Background: an optimization exercise with open tools, aiming at a short achievable clock period and few clock cycles. Do not read the settings as production practice. Where RTL was checked, it was by simulation tests only, not by an equivalence proof against the original. Power and IR drop assume default switching activity.

==> 01-12: inputs <==
## CPU
module CPU(
  input clk, rst, ready,
  input [15:0] data_in,
  output reg load, store,
  output reg code_seg, data_seg, stack_seg,
  output alu_wb,
  output [23:0] addr_out,
  output [15:0] data_out
  );
  reg [15:0] IR [1:0];  
  reg [4:0] flags;  
  reg st_H, st_L, st_M, st_B;  
  reg xe;  
  reg [23:0] addr_r;
  reg [15:0] dout;
  reg wb_out;
  reg [15:0] opA, opNB, npc;
  reg [23:0] nxa;  
  reg [7:0] q_sel_itr, q_sel_gpr, q_wr_itr, q_wr_gpr;
  reg q_sel_ss, q_sel_ds, q_sel_cs, q_wr_ss, q_wr_ds, q_wr_cs, q_twb, q_pcw, q_csw;
  reg [15:0] imm_q;
  reg q_notb, q_cin, q_xor, q_and, q_or, q_nor, q_sum, q_shl, q_shr, q_arth, q_rot, q_alu_en;
  wire [15:0] rd_A, rd_B, bus_q, alu_Qo, PC, V2, ACC;
  wire [7:0] CS, DS, SS;
  wire ctrlo, aluo, poso, immo, twb, awb, new_carry_flag;
  wire tgpr_dst, titr_dst, tss_dst, tds_dst, tcs_dst;
  wire tgpr_src, titr_src, tss_src, tds_src, tcs_src;
  wire [4:0] pcpos;
  wire [2:0] isrc, idst, iscra;
  wire [1:0] iscrb;
  wire [15:0] imm_value;
  wire [5:0] alu_opc_x;
  wire pc_write, cs_write, dec_x_branch;
  DEC dec_x(IR[1], IR[0], flags,
    ctrlo, aluo, poso, immo, pcpos, isrc, idst, twb,
    tgpr_dst, titr_dst, tss_dst, tds_dst, tcs_dst,
    tgpr_src, titr_src, tss_src, tds_src, tcs_src,
    imm_value, alu_opc_x, iscra, iscrb, awb, new_carry_flag,
    pc_write, cs_write, dec_x_branch);
  wire n_ctrlo, n_aluo, n_poso, n_immo, n_twb, n_awb, n_ncf;
  ...
==> flow/config.mk <==
export PLATFORM = sky130hd
export DESIGN_NAME = CPU
export DESIGN_NICKNAME = CPU
export VERILOG_FILES = /design/flow/design.v
export SDC_FILE = /design/flow/constraint.sdc
export NUM_CORES = 4
export LEC_CHECK = 0
export CAP_MARGIN = 70
export CORE_MARGIN = 2
export CORE_UTILIZATION = 50
export SETUP_SLACK_MARGIN = 5
export SLEW_MARGIN = 70
==> flow/constraint.sdc <==
create_clock -name core_clock -period 13.0 [get_ports {clk}]
set_input_delay 2.6000 -clock core_clock [delete_from_list [all_inputs] [get_ports {clk}]]
set_output_delay 2.6000 -clock core_clock [all_outputs]
set_load 0.01 [all_outputs]
standard.sh (not shown) runs the stock make flow with config.mk's settings and CLKGATE_MAP_FILE= SYNTH_SCRIPT=/design/flow/synth_recipe.tcl, a recipe that flattens the netlist after the stock synthesis.
==> flow/flow/run.sh <==
#!/bin/bash
# Own layout flow: the standard flow, with two changes to how cells are
# chosen after synthesis:
#  - every input and output port is buffered with sky130_fd_sc_hd__buf_4
#    (the standard flow lets the resizer pick the port buffer, and it picks a
#    delay cell, clkdlybuf4s50_1);
#  - the delay cells (clkdlybuf4s*, dlygate*, dlymetal*) are kept out of the
#    resizer's buffering, so long wires are not repaired with delay cells.
# Synthesis is the standard synthesis, run unchanged.
set -euo pipefail
bash standard.sh synth > flow_synth.log 2>&1
export DONT_USE_CELLS="sky130_fd_sc_hd__clkdlybuf4s15_1 sky130_fd_sc_hd__clkdlybuf4s15_2 sky130_fd_sc_hd__clkdlybuf4s18_1 sky130_fd_sc_hd__clkdlybuf4s18_2 sky130_fd_sc_hd__clkdlybuf4s25_1 sky130_fd_sc_hd__clkdlybuf4s25_2 sky130_fd_sc_hd__clkdlybuf4s50_1 sky130_fd_sc_hd__clkdlybuf4s50_2 sky130_fd_sc_hd__dlygate4sd1_1 sky130_fd_sc_hd__dlygate4sd2_1 sky130_fd_sc_hd__dlygate4sd3_1 sky130_fd_sc_hd__dlymetal6s2s_1 sky130_fd_sc_hd__dlymetal6s4s_1 sky130_fd_sc_hd__dlymetal6s6s_1"
export BUFFER_PORTS_ARGS="-buffer_cell sky130_fd_sc_hd__buf_4"
bash standard.sh > flow_layout.log 2>&1
==> 01-15 (differences from 01-12) <==
CAP_MARGIN = 80   (was 70)
CORE_UTILIZATION = 60   (was 50)
SLEW_MARGIN = 80   (was 70)
==> 11-02 (differences from 01-12) <==
--- a/flow/design.v
+++ b/flow/design.v
@@ -218,10 +218,12 @@
   reg [23:0] addr_r;
   reg [15:0] dout;
   reg wb_out;
   reg [15:0] opA, opNB, npc;
   reg [23:0] nxa;  
+  reg [23:0] fa_r;  
+  reg idle;  
   reg [7:0] q_sel_itr, q_sel_gpr, q_wr_itr, q_wr_gpr;
   reg q_sel_ss, q_sel_ds, q_sel_cs, q_wr_ss, q_wr_ds, q_wr_cs, q_twb, q_pcw, q_csw;
   reg [15:0] imm_q;
   reg q_notb, q_cin, q_xor, q_and, q_or, q_nor, q_sum, q_shl, q_shr, q_arth, q_rot, q_alu_en;
   wire [15:0] rd_A, rd_B, bus_q, alu_Qo, PC, V2, ACC;
@@ -289,48 +291,60 @@
     imm_q,
     rd_A, rd_B, bus_q,
     PC, V2, ACC,
     CS, DS, SS
   );
+  wire [15:0] pc_off = {{10{IR[1][12]}}, IR[1][11:8], 2'b00};
   wire [15:0] pc_seq = PC + 16'h4;
-  wire [15:0] pc_br = PC + {{10{IR[1][12]}}, IR[1][11:8], 2'b00} + 16'h4;
+  wire [15:0] pc_br = PC + pc_off + 16'h4;
   wire br_ok = ~IR[1][15] & (dec_x_branch | ~IR[1][13]) & (|IR[1][12:8]);
   wire n_br = br_ok & ~(IR[1][14] & data_in[0]);
   wire [15:0] pc_pred = n_br ? pc_br : pc_seq;
-  wire n_mem = IR[1][15:14] == 2'b01 && data_in[8];
-  wire n_bub = n_pc_write | n_cs_write;
+  wire n_mem = ~IR[1][15] & IR[1][14] & data_in[8];
+  wire n_t = IR[1][14] & data_in[0];
+  wire n_id7 = IR[1][3] ? (data_in[13] & data_in[12] & data_in[11]) :
+                          (IR[1][1] & IR[1][0] & data_in[15]);
+  wire n_pcw = n_id7 & ((IR[1][3] | IR[1][15] | n_t) ? data_in[14] : IR[1][2]);
+  wire n_csw = ~IR[1][15] & ~n_t & ~IR[1][3] & ~IR[1][2] & IR[1][1];
+  wire n_bub = n_pcw | n_csw;
   wire [23:0] a_L = n_mem ? {data_in[6] ? SS : DS, ACC} : {CS, pc_pred};
   wire [23:0] a_nx = xe ? {cs_next, pc_next} : nxa;
-  wire [23:0] a_rdy = st_L ? a_L :
-                      st_H ? (load ? {addr_r[23:16], addr_r[15:0] + 16'h2} : addr_r) :
-                      st_M ? a_nx : addr_r;
-  wire [23:0] a_next = ready ? a_rdy : (st_B ? a_nx : addr_r);
+  wire [23:0] a_inc = {fa_r[23:16], fa_r[15:0] + 16'h2};
+  wire [23:0] a_next = ready ? (st_L ? a_L : st_H ? (idle ? addr_r : a_inc) : st_M ? a_nx : addr_r)
+                             : (st_B ? a_nx : addr_r);
+  wire [23:0] fa_next = ready ? (st_L ? a_L : st_H ? (idle ? fa_r : a_inc) : st_M ? a_nx : fa_r)
+                              : (st_B ? a_nx : fa_r);
   always @(posedge clk or posedge rst) begin
     if (rst) begin
       IR[1] <= 16'h0; IR[0] <= 16'h0;
       st_H <= 1'b1; st_L <= 1'b0; st_M <= 1'b0; st_B <= 1'b0;
+      idle <= 1'b1;
       xe <= 1'b0;
       load <= 1'b0;
       store <= 1'b0;
       code_seg <= 1'b1; data_seg <= 1'b0; stack_seg <= 1'b0;
       addr_r <= 24'hff0000;
+      fa_r <= 24'hff0000;
       dout <= 16'h0; wb_out <= 1'b0;
-      opA <= 16'h0; opNB <= 16'h0; npc <= 16'h0; nxa <= 24'h0;
+      opA <= 16'h0; opNB <= 16'h0; npc <= 16'h0;
+      nxa <= 24'h0;
       q_sel_itr <= 8'h0; q_sel_gpr <= 8'h0; q_wr_itr <= 8'h0; q_wr_gpr <= 8'h0;
       q_sel_ss <= 1'b0; q_sel_ds <= 1'b0; q_sel_cs <= 1'b0;
       q_wr_ss <= 1'b0; q_wr_ds <= 1'b0; q_wr_cs <= 1'b0;
       q_twb <= 1'b0; q_pcw <= 1'b0; q_csw <= 1'b0; imm_q <= 16'h0;
       q_notb <= 1'b0; q_cin <= 1'b0; q_xor <= 1'b0; q_and <= 1'b0; q_or <= 1'b0;
       q_nor <= 1'b0; q_sum <= 1'b0; q_shl <= 1'b0; q_shr <= 1'b0; q_arth <= 1'b0;
       q_rot <= 1'b0; q_alu_en <= 1'b0;
     end
     else begin
       xe <= 1'b0;
+      idle <= 1'b0;
       addr_r <= a_next;
+      fa_r <= fa_next;
       if (xe) nxa <= {cs_next, pc_next};
       if (st_H) begin
-        if (ready && load) begin
+        if (ready && !idle) begin
           IR[1] <= data_in;
           st_H <= 1'b0; st_L <= 1'b1;
         end
         else load <= 1'b1;
       end
@@ -349,11 +363,11 @@
         q_wr_itr <= {8{n_titr_dst}} & n_idst_oh & 8'h7f;
         q_wr_gpr <= {8{~n_titr_dst & n_tgpr_dst}} & n_idst_oh;
         q_wr_ss <= n_seg_dst & n_tss_dst;
         q_wr_ds <= n_seg_dst & n_tds_dst;
         q_wr_cs <= n_seg_dst & n_tcs_dst;
-        q_twb <= n_twb; q_pcw <= n_pc_write; q_csw <= n_cs_write;
+        q_twb <= n_twb; q_pcw <= n_pcw; q_csw <= n_csw;
         dout <= V2;
         if (n_mem) wb_out <= data_in[9];
       end
       if (st_L && ready) begin
         st_L <= 1'b0;
CAP_MARGIN = 75   (was 70)
CORE_UTILIZATION = 55   (was 50)
SLEW_MARGIN = 75   (was 70)
==> notes <==
- 01-15 produced a clean layout. 01-12 went through all stages and came out clean. 11-02 completed with no timing, DRC or antenna violations.
- Wire length: 01-12 is larger than 11-02 (2.6%).
- Against 11-02, the synthesized cell count of 01-12 is smaller by about 0.35%.
- Against 01-12, the register-to-register slack of 11-02 is lower by 20 ps.
- The lowest maximum frequency belongs to 11-02, the highest to 01-12.
- Between 11-02 and 01-15, the lower clock skew is in 01-15 (gap 7.9 ps).
- Of 11-02 and 01-12, 11-02 has the higher flip-flop and latch count (gap 11).
Testbench counts of 01-12, summed over its fixed seeds: cycles 26,244.
Testbench counts of 01-15, summed over its fixed seeds: cycles 26,244.
Only the layout flow was run in 11-02; the RTL was not checked for function there.


==> fjord <==
Another version of the RTL of CPU (not shown whole).
Settings: LEC_CHECK=0, CAP_MARGIN=60, CORE_MARGIN=2, CORE_UTILIZATION=55, SETUP_SLACK_MARGIN=5, SLEW_MARGIN=60; clock period 13.0 ns.
run.sh (not shown) runs the stock make flow with config.mk's settings and CLKGATE_MAP_FILE= SYNTH_SCRIPT=/design/flow/synth_recipe.tcl, a recipe that flattens the netlist after the stock synthesis.
Stock flow here: none of the scripts above is used.
==> maple: changes against fjord <==
--- a/flow/design.v
+++ b/flow/design.v
@@ -1,56 +1,43 @@
 `timescale 1ns / 1ps
 `timescale 1ns / 1ps
-module ALU_DEC(
-  input [5:0] oper,  
-  input CFi,
-  output b_en, notb, cin,
-  output c_xor, c_and, c_or, c_nor, c_sum, c_shl, c_shr, arth, rotate,
-  output ALU_en
+module ALU(
+  input [15:0] Ai, Bi,
+  input [5:0] oper,
+  input wb, CFi,
+  output [15:0] Qo,
+  output CF, ZF, SF, VF, HCF, ALU_en
   );
   wire A2 = oper[5], A1 = oper[4], A0 = oper[3], G1 = oper[2], G0 = oper[1], F = oper[0];
   wire xa = A2 & ~A1 & ~A0;
   wire sh = ~A2 & ~A1 & A0;
   wire on = A2 & ~A1 & A0;
-  assign b_en = A2;
-  assign notb = A1 & A0;
-  assign c_xor = ~F & xa;
-  assign c_and = F & xa;
-  assign c_or = ~F & on;
-  assign c_nor = F & on;
-  assign c_sum = A1;
-  assign c_shl = ~F & sh;
-  assign c_shr = F & sh;
-  assign arth = sh & ~G1 & G0;
-  assign rotate = sh & G1 & ~G0;
-  assign cin = notb ^ (CFi & ((F & A1 & ~A0) | (sh & G1 & G0)));
+  wire nbc = A1 & A0;
+  wire c_xor = ~F & xa, c_and = F & xa, c_or = ~F & on, c_nor = F & on;
+  wire c_sum = A1, c_shl = ~F & sh, c_shr = F & sh;
   assign ALU_en = A2 | A1 | A0;
-endmodule
-module ALU(
-  input [15:0] Ai, nb,  
-  input cin, notb,
-  input c_xor, c_and, c_or, c_nor, c_sum, c_shl, c_shr, arth, rotate,
-  input wb,
-  output [15:0] Qo,
-  output CF, ZF, SF, VF, HCF
-  );
+  wire [15:0] nb = ({16{A2}} & Bi) ^ {16{nbc}};
+  wire cy_rot = sh & G1 & G0;
+  wire cin = nbc ^ (CFi & ((F & A1 & ~A0) | cy_rot));
   wire [16:0] s = {1'b0, Ai} + {1'b0, nb} + {16'h0, cin};
   wire [15:0] x = nb ^ Ai;
   wire [16:0] ca = {s[16], s[15:1] ^ x[15:1], cin};
   wire [16:0] c = c_sum ? ca : c_shl ? {Ai, cin} : {16'h0, cin};
+  wire arth = sh & ~G1 & G0;
+  wire rotate = sh & G1 & ~G0;
   wire sar = arth & (wb ? Ai[7] : Ai[15]);
   wire rot = rotate & ((wb ? c[8] : c[16]) | (Ai[0] & c_shr));
   wire sr = (sar | rot) & c_shr;
   wire [15:0] rin = {sr & ~wb, Ai[15:9], Ai[8] | (sr & wb), Ai[7:1]};
   wire [15:0] q = ({16{c_xor}} & x) | ({16{c_sum}} & s[15:0]) |
                   ({16{c_and}} & (nb & Ai)) | ({16{c_or}} & (nb | Ai)) |
                   ({16{c_nor}} & ~(nb | Ai)) | ({16{c_shl}} & c[15:0]) |
                   ({16{c_shr}} & rin);
   assign Qo = {q[15:1], q[0] | (rot & c_shl)};
-  assign CF = (notb ^ (wb ? c[8] : c[16])) | (Ai[0] & c_shr);
+  assign CF = (nbc ^ (wb ? c[8] : c[16])) | (Ai[0] & c_shr);
   wire lo_zero = ~|Qo[7:0];
   wire hi_zero = ~|Qo[15:8];
   assign ZF = wb ? lo_zero : (lo_zero & hi_zero);
   assign SF = wb ? Qo[7] : Qo[15];
   assign VF = wb ? (c[8] ^ c[7]) : (c[16] ^ c[15]);
   assign HCF = c[4];
 endmodule
@@ -208,20 +195,17 @@
   output [15:0] data_out
   );
   reg [15:0] IR [1:0];  
   reg [4:0] flags;  
   reg st_H, st_L, st_M, st_B;  
   reg xe;  
   reg [23:0] addr_r;
-  reg [15:0] dout;
-  reg wb_out;
-  reg [15:0] opA, opNB, npc;
-  reg [23:0] nxa;  
-  reg q_notb, q_cin, q_xor, q_and, q_or, q_nor, q_sum, q_shl, q_shr, q_arth, q_rot, q_alu_en;
-  wire [15:0] rd_A, rd_B, bus_q, alu_Qo, PC, V2, ACC;
+  reg [15:0] opA, opB, bus_q, npc, dout;
+  reg [5:0] alu_opc;
+  wire [15:0] rd_A, rd_B, main_bus, alu_Qo, PC, V2, ACC;
   wire [7:0] CS, DS, SS;
   wire ctrlo, aluo, poso, immo, twb, awb, new_carry_flag;
   wire tgpr_dst, titr_dst, tss_dst, tds_dst, tcs_dst;
   wire tgpr_src, titr_src, tss_src, tds_src, tcs_src;
   wire [4:0] pcpos;
   wire [2:0] isrc, idst, iscra;
   wire [1:0] iscrb;
@@ -245,42 +229,38 @@
   wire n_pc_write, n_cs_write;
   DEC dec_n(IR[1], data_in, flags,
     n_ctrlo, n_aluo, n_poso, n_immo, n_pcpos, n_isrc, n_idst, n_twb,
     n_tgpr_dst, n_titr_dst, n_tss_dst, n_tds_dst, n_tcs_dst,
     n_tgpr_src, n_titr_src, n_tss_src, n_tds_src, n_tcs_src,
     n_imm_value, n_alu_opc, n_iscra, n_iscrb, n_awb, n_ncf,
     n_pc_write, n_cs_write);
-  wire n_b_en, n_notb, n_cin, n_xor, n_and, n_or, n_nor, n_sum, n_shl, n_shr, n_arth, n_rot, n_alu_en;
-  ALU_DEC alu_dec(n_alu_opc, flags[4],
-    n_b_en, n_notb, n_cin, n_xor, n_and, n_or, n_nor, n_sum, n_shl, n_shr, n_arth, n_rot,
-    n_alu_en);
-  wire CF, ZF, SF, VF, HCF;
+  wire CF, ZF, SF, VF, HCF, ALU_en;
   ALU alu(
-    opA, opNB, q_cin, q_notb,
-    q_xor, q_and, q_or, q_nor, q_sum, q_shl, q_shr, q_arth, q_rot,
-    awb,
+    opA, opB,
+    alu_opc,
+    awb, flags[4],
     alu_Qo,
-    CF, ZF, SF, VF, HCF
+    CF, ZF, SF, VF, HCF, ALU_en
   );
   wire [15:0] pc_next = pc_write ? {twb ? PC[15:8] : bus_q[15:8], bus_q[7:0]} : npc;
   wire [7:0] cs_next = cs_write ? bus_q[7:0] : CS;
   wire mem_wr = st_M & ready & ~IR[0][7];
   REGU regu(
     clk, rst, xe,
     bus_q, alu_Qo, data_in,
     pc_next,
     idst, twb,
     titr_dst, tgpr_dst, tss_dst, tds_dst, tcs_dst,
-    q_alu_en, awb,
+    ALU_en, awb,
     mem_wr,
     n_iscra, n_iscrb,
-    isrc,
-    titr_src, tgpr_src, immo, tss_src, tds_src, tcs_src,
-    imm_value,
-    rd_A, rd_B, bus_q,
+    n_isrc,
+    n_titr_src, n_tgpr_src, n_immo, n_tss_src, n_tds_src, n_tcs_src,
+    n_imm_value,
+    rd_A, rd_B, main_bus,
     PC, V2, ACC,
     CS, DS, SS
   );
   wire [15:0] pc_seq = PC + 16'h4;
   wire [15:0] pc_br = PC + {{10{IR[1][12]}}, IR[1][11:8], 2'b00} + 16'h4;
   wire [15:0] pc_pred = |n_pcpos ? pc_br : pc_seq;
   wire n_mem = IR[1][15:14] == 2'b01 && data_in[8];
@@ -290,41 +270,35 @@
       IR[1] <= 16'h0; IR[0] <= 16'h0;
       st_H <= 1'b1; st_L <= 1'b0; st_M <= 1'b0; st_B <= 1'b0;
       xe <= 1'b0;
       load <= 1'b0;
       store <= 1'b0;
       code_seg <= 1'b1; data_seg <= 1'b0; stack_seg <= 1'b0;
       addr_r <= 24'hff0000;
-      dout <= 16'h0; wb_out <= 1'b0;
-      opA <= 16'h0; opNB <= 16'h0; npc <= 16'h0; nxa <= 24'h0;
-      q_notb <= 1'b0; q_cin <= 1'b0; q_xor <= 1'b0; q_and <= 1'b0; q_or <= 1'b0;
-      q_nor <= 1'b0; q_sum <= 1'b0; q_shl <= 1'b0; q_shr <= 1'b0; q_arth <= 1'b0;
-      q_rot <= 1'b0; q_alu_en <= 1'b0;
+      opA <= 16'h0; opB <= 16'h0; bus_q <= 16'h0; npc <= 16'h0; dout <= 16'h0;
+      alu_opc <= 6'h0;
     end
     else begin
       xe <= 1'b0;
-      if (xe) nxa <= {cs_next, pc_next};
       if (st_H) begin
         if (ready && load) begin
           IR[1] <= data_in;
           st_H <= 1'b0; st_L <= 1'b1;
           addr_r[15:0] <= addr_r[15:0] + 16'h2;
         end
         else load <= 1'b1;
       end
       if (st_L) begin
         IR[0] <= data_in;
         opA <= rd_A;
-        opNB <= ({16{n_b_en}} & rd_B) ^ {16{n_notb}};
-        q_notb <= n_notb; q_cin <= n_cin; q_xor <= n_xor; q_and <= n_and; q_or <= n_or;
-        q_nor <= n_nor; q_sum <= n_sum; q_shl <= n_shl; q_shr <= n_shr; q_arth <= n_arth;
-        q_rot <= n_rot; q_alu_en <= n_alu_en;
+        opB <= rd_B;
+        bus_q <= main_bus;
+        alu_opc <= n_alu_opc;
         npc <= pc_pred;
         dout <= V2;
-        if (n_mem) wb_out <= data_in[9];
       end
       if (st_L && ready) begin
         st_L <= 1'b0;
         xe <= 1'b1;
         if (n_mem) begin
           st_M <= 1'b1;
           load <= ~data_in[7];
@@ -343,28 +317,28 @@
           addr_r <= {CS, pc_pred};
         end
       end
       if ((st_M & ready) | st_B) begin
         st_M <= 1'b0; st_B <= 1'b0; st_H <= 1'b1;
         load <= 1'b1; store <= 1'b0;
         code_seg <= 1'b1; data_seg <= 1'b0; stack_seg <= 1'b0;
-        addr_r <= xe ? {cs_next, pc_next} : nxa;
+        addr_r <= {cs_next, pc_next};
       end
     end
   end
   always @(posedge clk or posedge rst) begin
     if (rst) begin
       flags <= 5'b00000;
     end
     else if (xe) begin
-      if (q_alu_en) begin
+      if (ALU_en) begin
         flags <= {CF, ZF, SF, VF, HCF};
       end
       else if (ctrlo) begin
         flags[4] <= new_carry_flag;
       end
     end
   end
-  assign alu_wb = wb_out;
+  assign alu_wb = awb;
   assign addr_out = addr_r;
   assign data_out = dout;
 endmodule
Settings changed: CAP_MARGIN 60 to 20, CORE_UTILIZATION 55 to 40, SETUP_SLACK_MARGIN 5 to not set, SLEW_MARGIN 60 to 20.
==> results.txt <==
| metric | fjord | maple |
|---|---|---|
| Result of the run | complete, no violations | complete, no violations |
| P per Cell Area | 309 nW/um2 | 282 nW/um2 |
| Ratio of routed vias to standard cells | 6.60 | 6.22 |
| Distinct cell type count of the synthesized netlist | 91 | 90 |
| Non-clock buffer share | 4.44% | 3.54% |
| Die Span X | 221 um | 256 um |
| Via count of the first global-routing pass | 22053 | 20354 |
| Compound-cell area share of the yosys netlist | 22.0% | 15.9% |
| Overall die area | 48700 um2 | 65600 um2 |
| Global-route usage over all layers | 38.3% | 26.2% |
| Achievable frequency | 219 MHz | 183 MHz |
| Post-synthesis instance total | 2878 | 2499 |
| Total number of tap cells | 607 | 846 |
| Num Clock Sinks | 448 | 432 |
Testbench counts of fjord, summed over its fixed seeds: cycles 26,244.
For maple, only the layout was checked, not whether the RTL still works.

-- what the ideal ports hide --
The results above use ideal ports. As a check the final layouts listed here were re-extracted and re-timed, cells and wires unchanged.
Step 1, drivers: a clkbuf_16 drives clk and a buf_2 each remaining input, both assumed.
Step 2 adds t to the input delays and takes it off the output delays; t is the mean of the earliest and latest rising clock arrival at the registers after step 1. Input paths then give back, and output paths get back, about the clock's delay inside the block.
a / b / c = ideal ports / drivers / drivers and shift; a / b = the first two.
run	t (ns)	slack for setup (ns)	hold WS [ns]	worst setup path at the end
01-12	0.675	8.801 / 8.841 / 8.166	0.484 / 0.484 / 0.484	input to register
01-15	0.675	8.796 / 8.835 / 8.160	0.481 / 0.481 / 0.481	input to register
11-02	0.664	8.639 / 8.672 / 8.008	0.464 / 0.464 / 0.464	input to register
fjord	0.665	8.435 / 8.472 / 7.807	0.464 / 0.464 / 0.464	input to register
maple	0.649	7.528 / 7.558 / 6.910	0.460 / 0.460 / 0.460	input to register
After both steps every run listed still meets setup and hold. For 01-15, which loses most, drivers alone change the setup slack by +0.039 ns; drivers and shift together by -0.636 ns.
